Context: an optimization exercise on an open-source flow, tuned for small area and a short achievable clock period. The choices shown serve that exercise and are no tape-out recipe.
Function was checked by simulation only, so behaviour that the tests miss may differ from the original.
No activity file was given, so power comes from the tool's default toggle rates.

==> flow/design.v (excerpt) <==
module alu8_top(
    input            clk,
    input      [7:0] regA,
    input      [7:0] regB,
    input      [4:0] opcode,
    input      [7:0] flagsIn,
    output reg [7:0] res,
    output reg [7:0] flagsOut
);
Size: ~36 flip-flops, ~46 I/O pins.
clock: 6.0 ns
lec_check: 0
cap_margin: 20
core_margin: 2
core_utilization: 40
setup_slack_margin: 3.8
slew_margin: 20
standard.sh (not shown) runs the stock make flow with config.mk's settings and CLKGATE_MAP_FILE= SYNTH_SCRIPT=/design/flow/synth_recipe.tcl, a recipe that flattens the netlist after the stock synthesis.
==> flow/flow/run.sh <==
#!/bin/bash
# Own layout flow: the standard ORFS flow (standard.sh), with
#  - adder-cell extraction (ADDER_MAP_FILE) off, so ABC maps all logic,
#  - ABC run with flow/abc.script instead of ORFS's abc_speed/abc_area,
#  - port buffers of a chosen cell, and CTS without dummy loads.
# Each tool's output goes to its own log under orfs/logs; make's output
# goes to flow_make.log.
set -o pipefail
HERE=$(pwd)
source "$HERE/flow/settings.sh"
# ORFS synth.tcl with only the ABC script changed
sed "s#log_cmd abc {\*}\$abc_args#log_cmd abc -script $HERE/flow/abc.script {*}[lrange \$abc_args 2 end]#" \
    "$FLOW_HOME/scripts/synth.tcl" > "$HERE/synth_mod.tcl"
grep -q "flow/abc.script" "$HERE/synth_mod.tcl" || { echo "synth.tcl patch failed"; exit 1; }
# The standard flow's synthesis script, sourcing the patched synth.tcl
sed "s#\$::env(SCRIPTS_DIR)/synth.tcl#$HERE/synth_mod.tcl#" synth_recipe.tcl > "$HERE/my_synth.tcl"
grep -q "synth_mod.tcl" "$HERE/my_synth.tcl" || { echo "synth_recipe.tcl patch failed"; exit 1; }
bash standard.sh SYNTH_SCRIPT="$HERE/my_synth.tcl" ADDER_MAP_FILE= \
    "BUFFER_PORTS_ARGS=$BUFFER_PORTS_ARGS" "CTS_ARGS=$CTS_ARGS" $EXTRA finish > flow_make.log 2>&1
==> flow/flow/abc.script <==
strash
dch
map -B 0.9
topo
stime -c
buffer -c
upsize -c
dnsize -c
==> flow/flow/settings.sh <==
BUFFER_PORTS_ARGS="-buffer_cell sky130_fd_sc_hd__buf_1"
CTS_ARGS="-sink_clustering_enable -repair_clock_nets -dont_use_dummy_load"
EXTRA=""
EXTRA="SETUP_MOVE_SEQUENCE=unbuffer,sizeup,swap,buffer"
Change:
--- a/flow/flow/settings.sh
+++ b/flow/flow/settings.sh
@@ -4 +3,0 @@
-EXTRA="SETUP_MOVE_SEQUENCE=unbuffer,sizeup,swap,buffer"
CORE_UTILIZATION = 65   (was 40)
PLACE_DENSITY = 0.75   (was not set)
SETUP_SLACK_MARGIN = 3.6   (was 3.8)
After rerunning: Final cell count is lower by about 8%. Clock skew came out higher by 0.010 ns. Sequential power hardly moves.
Change:
==> flow/flow/abc.script (replaced) <==
strash
&get -n
&st
&if -g -K 6
&synch2
&put
dch
map -B 0.9
topo
stime -c
buffer -c
upsize -c
dnsize -c
CORE_UTILIZATION = 40   (was 65)
PLACE_DENSITY = not set   (was 0.75)
Result: The changed run went through all stages and came out clean; total power rises slightly; critical path depth goes down by 1; count of clock-buffer cells in the layout stays the same; sequential power stays flat; fmax came out lower by a few percent; design area rises by a few percent; synthesized area is about the same; core utilization is lower by 27 points.
Change:
==> flow/flow/abc.script (replaced) <==
strash
dch -f
map -B 0.9
topo
stime -c
buffer -c
upsize -c
dnsize -c
What happened:
- worst hold slack gets worse by 0.043 ns
- clock skew came out lower by 0.0037 ns
- clock power barely changes
- synthesized cell count rises by 5.5%
- synthesized area drops by 1.9%
- worst setup slack is worse by 0.011 ns
- design area came out lower by 0.58%
- flip-flop and latch count stays the same
Change:
SETUP_SLACK_MARGIN = 3.8   (was 3.6)
The changed run passed the timing, DRC and antenna checks; sequential share of layout area decreases by 2.7 points; power increases by a few percent; synthesized area stays the same; final cell count increases by a few percent; via count increases by a few percent; clock skew is about the same; cell area increases by roughly a tenth; setup slack gains 0.074 ns; clock-buffer cell count does not change; non-clock buffer count increases by 14; critical path depth decreases by 3.


Starting RTL as in the previous note.
==> flow/config.mk <==
export PLATFORM = sky130hd
export DESIGN_NAME = alu8_top
export DESIGN_NICKNAME = alu8_top
export VERILOG_FILES = /design/flow/design.v
export SDC_FILE = /design/flow/constraint.sdc
export NUM_CORES = 4
export LEC_CHECK = 0
export CAP_MARGIN = 20
export CORE_MARGIN = 2
export CORE_UTILIZATION = 40
export SETUP_SLACK_MARGIN = 3.8
export SLEW_MARGIN = 20
==> flow/constraint.sdc <==
create_clock -name core_clock -period 6.0 [get_ports {clk}]
set_input_delay 1.2000 -clock core_clock [delete_from_list [all_inputs] [get_ports {clk}]]
set_output_delay 1.2000 -clock core_clock [all_outputs]
set_load 0.01 [all_outputs]
==> flow/flow/run.sh <==
#!/bin/bash
# Own layout flow: the standard ORFS flow (standard.sh) on an equivalent
# description of alu8 (flow/alu8_syn.v) whose adder datapath is given as
# sky130 cells; the wrapper alu8_top is taken unchanged from design.v.
#  - adder-cell extraction (ADDER_MAP_FILE) off,
#  - ABC run with flow/abc.script instead of ORFS's abc_speed/abc_area,
#  - port buffers of a chosen cell, and CTS without dummy loads.
# Each tool's output goes to its own log under orfs/logs; make's output
# goes to flow_make.log.
set -o pipefail
HERE=$(pwd)
source "$HERE/flow/settings.sh"
# design: the wrapper module from design.v, then flow/alu8_syn.v
awk '/^[ \t]*module[ \t]+alu8_top/{p=1} p{print} p&&/^[ \t]*endmodule/{exit}' design.v > "$HERE/design_syn.v"
grep -q "module alu8_top" "$HERE/design_syn.v" || { echo "wrapper extraction failed"; exit 1; }
cat "$HERE/flow/alu8_syn.v" >> "$HERE/design_syn.v"
# ORFS synth.tcl with only the ABC script changed
sed "s#log_cmd abc {\*}\$abc_args#log_cmd abc -script $HERE/flow/abc.script {*}[lrange \$abc_args 2 end]#" \
    "$FLOW_HOME/scripts/synth.tcl" > "$HERE/synth_mod.tcl"
grep -q "flow/abc.script" "$HERE/synth_mod.tcl" || { echo "synth.tcl patch failed"; exit 1; }
sed "s#\$::env(SCRIPTS_DIR)/synth.tcl#$HERE/synth_mod.tcl#" synth_recipe.tcl > "$HERE/my_synth.tcl"
grep -q "synth_mod.tcl" "$HERE/my_synth.tcl" || { echo "synth_recipe.tcl patch failed"; exit 1; }
bash standard.sh VERILOG_FILES="$HERE/design_syn.v" SYNTH_SCRIPT="$HERE/my_synth.tcl" ADDER_MAP_FILE= \
    "BUFFER_PORTS_ARGS=$BUFFER_PORTS_ARGS" "CTS_ARGS=$CTS_ARGS" $EXTRA finish > flow_make.log 2>&1
==> flow/flow/abc.script <==
strash
dch -f
map -D 1000
topo
Other scripts of this flow, unchanged in this note and not shown: flow/flow/alu8_syn.v, flow/flow/settings.sh
The baseline completed with no timing, DRC or antenna violations.
Next try:
==> flow/flow/abc.script (replaced) <==
strash
dch
map -B 0.9
topo
stime -c
buffer -c
upsize -c
dnsize -c
Settings changed: SETUP_SLACK_MARGIN 3.8 to 3.6.
The new run went through all stages and came out clean.
Total power drops by 6.7%.
Wire length came out lower by 4.7%.
Core utilization went down by 8.6 points.
Synthesized area is higher by 12%.
Synthesized cell count rose by 17%.
Clock-buffer cell count stays the same.
Global-route usage goes down by 5.0 points.
Register-to-register slack improved by 0.20 ns.
Design area shrinks by 4.3%.
First-iteration DRC count rises by 11%.
Worst hold slack is better by 0.093 ns.
Next try:
==> flow/flow/abc.script (replaced) <==
strash
dch -f
map -D 1000
topo
What happened: Total power grows by 4.9%; hold slack loses 0.064 ns; global-route usage grows by 2.7 points; routed wire length shrinks by 1.9%; cell area grows by 2.3%; setup slack loses 0.086 ns; utilization grows by 7.3 points; fmax shrinks by 3.4%.


Starting RTL as in the previous note.
## alu8_top
module alu8_top(
    input            clk,
    input      [7:0] regA,
    input      [7:0] regB,
    input      [4:0] opcode,
    input      [7:0] flagsIn,
    output reg [7:0] res,
    output reg [7:0] flagsOut
);
export LEC_CHECK = 0
export CAP_MARGIN = 20
export CORE_MARGIN = 2
export CORE_UTILIZATION = 40
export SETUP_SLACK_MARGIN = 3.8
export SLEW_MARGIN = 20
create_clock -name core_clock -period 6.0 [get_ports {clk}]
Scripts as last shown in full above: flow/flow/run.sh
Other scripts of this flow, unchanged in this note and not shown: flow/flow/abc.script, flow/flow/alu8_syn.v, flow/flow/settings.sh
Then changed:
--- a/flow/config.mk
+++ b/flow/config.mk
@@ -9,4 +9,4 @@
 export CORE_MARGIN = 2
 export CORE_UTILIZATION = 40
-export SETUP_SLACK_MARGIN = 3.8
+export SETUP_SLACK_MARGIN = 3.6
 export SLEW_MARGIN = 20
Effect: Routed wire length goes down by a few percent. Die area is unchanged. Core utilization went down by 2.4 points. Non-clock buffer count went down by 15.


The RTL this note starts from:
==> flow/design.v <==
`timescale 1ns / 1ns
module alu8_top(
    input            clk,
    input      [7:0] regA,
    input      [7:0] regB,
    input      [4:0] opcode,
    input      [7:0] flagsIn,
    output reg [7:0] res,
    output reg [7:0] flagsOut
);
    reg [7:0] regA_q, regB_q, flagsIn_q;
    reg [4:0] opcode_q;
    wire [7:0] res_d, flagsOut_d;
    alu8 u_alu(
        .regA(regA_q),
        .regB(regB_q),
        .opcode(opcode_q),
        .flagsIn(flagsIn_q),
        .res(res_d),
        .flagsOut(flagsOut_d)
    );
    always @(posedge clk) begin
        regA_q    <= regA;
        regB_q    <= regB;
        opcode_q  <= opcode;
        flagsIn_q <= flagsIn;
        res       <= res_d;
        flagsOut  <= flagsOut_d;
    end
endmodule

`timescale 1ns / 1ns
module alu8(
    input [7:0] regA, regB,
    input [4:0] opcode,
    input [7:0] flagsIn,
    output [7:0] res,
    output [7:0] flagsOut
);
    wire [7:0] A = regA;
    wire [7:0] B = regB;
    wire [4:0] op = opcode;
    wire cin = flagsIn[4];
    wire hin = flagsIn[5];
    wire nin = flagsIn[6];
    wire hi0 = ~op[4] & ~op[3];                         
    wire opAdd   = hi0 & ~op[2] & ~op[1];               
    wire opSub   = hi0 & ~op[2] & op[1];                
    wire opCP    = hi0 & op[2] & ~op[1] & ~op[0];       
    wire opAND   = hi0 & op[2] & ~op[1] & op[0];        
    wire opOR    = hi0 & op[2] & op[1] & ~op[0];        
    wire opXOR   = hi0 & op[2] & op[1] & op[0];         
    wire opRot   = ~op[4] & op[3];                      
    wire hi2 = op[4] & ~op[3];                          
    wire opSLA  = hi2 & (op[2:0] == 3'd0);
    wire opSRx  = hi2 & ~op[2] & (op[1] ^ op[0]);       
    wire opSWAP = hi2 & (op[2:0] == 3'd3);
    wire opBIT  = hi2 & (op[2:0] == 3'd4);
    wire opRES  = hi2 & (op[2:0] == 3'd5);
    wire opSET  = hi2 & (op[2:0] == 3'd6);
    wire opCCF  = hi2 & (op[2:0] == 3'd7);
    wire hi3 = op[4] & op[3];                           
    wire opSCF = hi3 & (op[2:0] == 3'd0);
    wire opDAA = hi3 & (op[2:0] == 3'd1);
    wire opCPL = hi3 & (op[2:0] == 3'd2);
    wire opArith = opAdd | opSub | opCP;
    wire sub     = opSub | opCP;
    wire opLeft  = (opRot & ~op[0]) | opSLA;
    wire opRight = (opRot & op[0]) | opSRx;
    wire daaLo = (~nin & A[3] & (A[2] | A[1])) | hin;
    wire [7:0] dOff = {1'b0, cin, cin, 1'b0, 1'b0, daaLo, daaLo, 1'b0} ^ {8{nin}};
    wire [7:0] bsel = 8'b1 << B[2:0];
    wire yB  = opAdd | opAND | opOR | opXOR;            
    wire yNB = sub;                                     
    wire [7:0] Y = ({8{yB}} & B) | ({8{yNB}} & ~B) | {8{opCPL}}
                 | ({8{opDAA}} & dOff) | ({8{opSET}} & bsel) | ({8{opRES}} & ~bsel);
    wire c0 = (opAdd & op[0] & cin) | (opSub & ~(op[0] & cin)) | opCP | (opDAA & nin);
    wire [7:0] g = A & Y;
    wire [7:0] t = A | Y;
    wire [7:0] p = A ^ Y;
    wire g0 = g[0] | (t[0] & c0);
    wire G10 = g[1] | (t[1] & g0);
    wire G32 = g[3] | (t[3] & g[2]), P32 = t[3] & t[2];
    wire G54 = g[5] | (t[5] & g[4]), P54 = t[5] & t[4];
    wire G76 = g[7] | (t[7] & g[6]), P76 = t[7] & t[6];
    wire G20 = g[2] | (t[2] & G10);
    wire G30 = G32 | (P32 & G10);
    wire G64 = g[6] | (t[6] & G54), P64 = t[6] & P54;
    wire G74 = G76 | (P76 & G54), P74 = P76 & P54;
    wire G40 = g[4] | (t[4] & G30);
    wire G50 = G54 | (P54 & G30);
    wire G60 = G64 | (P64 & G30);
    wire G70 = G74 | (P74 & G30);
    wire [8:0] c = {G70, G60, G50, G40, G30, G20, G10, g0, c0};
    wire [7:0] sum = p ^ c[7:0];
    wire sumZ = &(~(p ^ {t[6:0], c0}));
    wire lbit = ~op[4] & (op[2] ? A[7] : cin);
    wire rbit = op[4] ? (~op[1] & A[7]) : (op[2] ? A[0] : cin);
    wire sumEn = opAdd | opSub | opDAA;
    wire [7:0] other =
          ({8{opAND | opRES}} & g)
        | ({8{opOR | opSET}} & t)
        | ({8{opXOR | opCPL}} & p)
        | ({8{opLeft}} & {A[6:0], lbit})
        | ({8{opRight}} & {rbit, A[7:1]})
        | ({8{opSWAP}} & {A[3:0], A[7:4]});
    assign res = ({8{sumEn}} & sum) | other;
    wire bitZ = ~A[B[2:0]];
    wire otherZEn = opAND | opOR | opXOR | (opRot & ~op[1]) | opSLA | opSRx | opSWAP;
    wire fZ = (opArith & sumZ) | (otherZEn & ~|other) | ((opBIT | opDAA) & bitZ);
    wire fN = sub | opCPL | (opDAA & nin);
    wire fH = (opArith & (c[4] ^ sub)) | opAND | opCPL;
    wire fC = (opArith & (c[8] ^ sub)) | (opLeft & A[7]) | (opRight & A[0]) | (opCCF & ~cin) | opSCF | (opDAA & nin);
    assign flagsOut = {fZ, fN, fH, fC, 4'b0};
endmodule
clock: 6.0 ns
lec_check: 0
cap_margin: 20
core_margin: 2
core_utilization: 40
setup_slack_margin: 3.6
slew_margin: 20
==> flow/flow/run.sh <==
#!/bin/bash
# Own layout flow: the standard ORFS flow (standard.sh), with
#  - adder-cell extraction (ADDER_MAP_FILE) off, so ABC maps all logic,
#  - ABC run with flow/abc.script instead of ORFS's abc_speed/abc_area,
#  - port buffers of a chosen cell, and CTS without dummy loads.
# Each tool's output goes to its own log under orfs/logs; make's output
# goes to flow_make.log.
set -o pipefail
HERE=$(pwd)
source "$HERE/flow/settings.sh"
# ORFS synth.tcl with only the ABC script changed
sed "s#log_cmd abc {\*}\$abc_args#log_cmd abc -script $HERE/flow/abc.script {*}[lrange \$abc_args 2 end]#" \
    "$FLOW_HOME/scripts/synth.tcl" > "$HERE/synth_mod.tcl"
grep -q "flow/abc.script" "$HERE/synth_mod.tcl" || { echo "synth.tcl patch failed"; exit 1; }
# The standard flow's synthesis script, sourcing the patched synth.tcl
sed "s#\$::env(SCRIPTS_DIR)/synth.tcl#$HERE/synth_mod.tcl#" synth_recipe.tcl > "$HERE/my_synth.tcl"
grep -q "synth_mod.tcl" "$HERE/my_synth.tcl" || { echo "synth_recipe.tcl patch failed"; exit 1; }
bash standard.sh SYNTH_SCRIPT="$HERE/my_synth.tcl" ADDER_MAP_FILE= \
    "BUFFER_PORTS_ARGS=$BUFFER_PORTS_ARGS" "CTS_ARGS=$CTS_ARGS" $EXTRA finish > flow_make.log 2>&1
==> flow/flow/abc.script <==
strash
dch
map -B 0.9
topo
==> flow/flow/settings.sh <==
BUFFER_PORTS_ARGS="-buffer_cell sky130_fd_sc_hd__buf_1"
CTS_ARGS="-sink_clustering_enable -repair_clock_nets -dont_use_dummy_load"
EXTRA=""
The baseline completed with no timing, DRC or antenna violations.
Next try:
==> flow/flow/abc.script (replaced) <==
strash
dch
map -B 0.9
topo
stime -c
buffer -c
upsize -c
dnsize -c
The new run finished clean.
Routed wire length came out lower by a few percent.
Synthesized cell count went up slightly.
Via count decreases slightly.
Cell count fell slightly.
First-iteration DRC count went down by roughly a tenth.
Total power fell slightly.
Design area is lower by a few percent.
Die area rose by a few percent.
Clock skew came out lower by 12 ps.

==> re-timing with driven ports <==
The flow's constraints put no driver on any port. The routed layouts listed below were extracted and timed again, unchanged, in two steps. Step 1 sets driving cells, clkbuf_16 on the clock port and buf_2 on the other inputs (assumed; they add their load-dependent delay and slew). Step 2 also shifts input and output timing later by t, the mid clock arrival at the registers, as if the neighbouring blocks saw the same clock. Three values: ideal, step 1, step 2; two values: the first two.
run	t (ns)	setup slack, ns	worst slew at a driven data input, ns
the first run of note 1	0.314	3.901 / 3.901 / 3.901	0.03
the second run of note 1	0.306	3.832 / 3.832 / 3.832	0.03
the third run of note 1	0.308	3.773 / 3.773 / 3.773	0.03
the fourth run of note 1	0.314	3.761 / 3.761 / 3.761	0.03
the fifth run of note 1	0.318	3.836 / 3.836 / 3.836	0.03
the first run of note 2	0.308	3.365 / 3.365 / 3.365	0.03
the second run of note 2	0.311	3.568 / 3.568 / 3.568	0.03
the third run of note 2	0.314	3.482 / 3.482 / 3.482	0.03
the first run of note 3	0.308	3.436 / 3.436 / 3.436	0.03
the second run of note 3	0.314	3.418 / 3.418 / 3.418	0.03
the first run of note 4	0.318	3.750 / 3.750 / 3.750	0.03
the second run of note 4	0.315	3.825 / 3.825 / 3.825	0.03
After both steps every run listed still meets setup and hold.
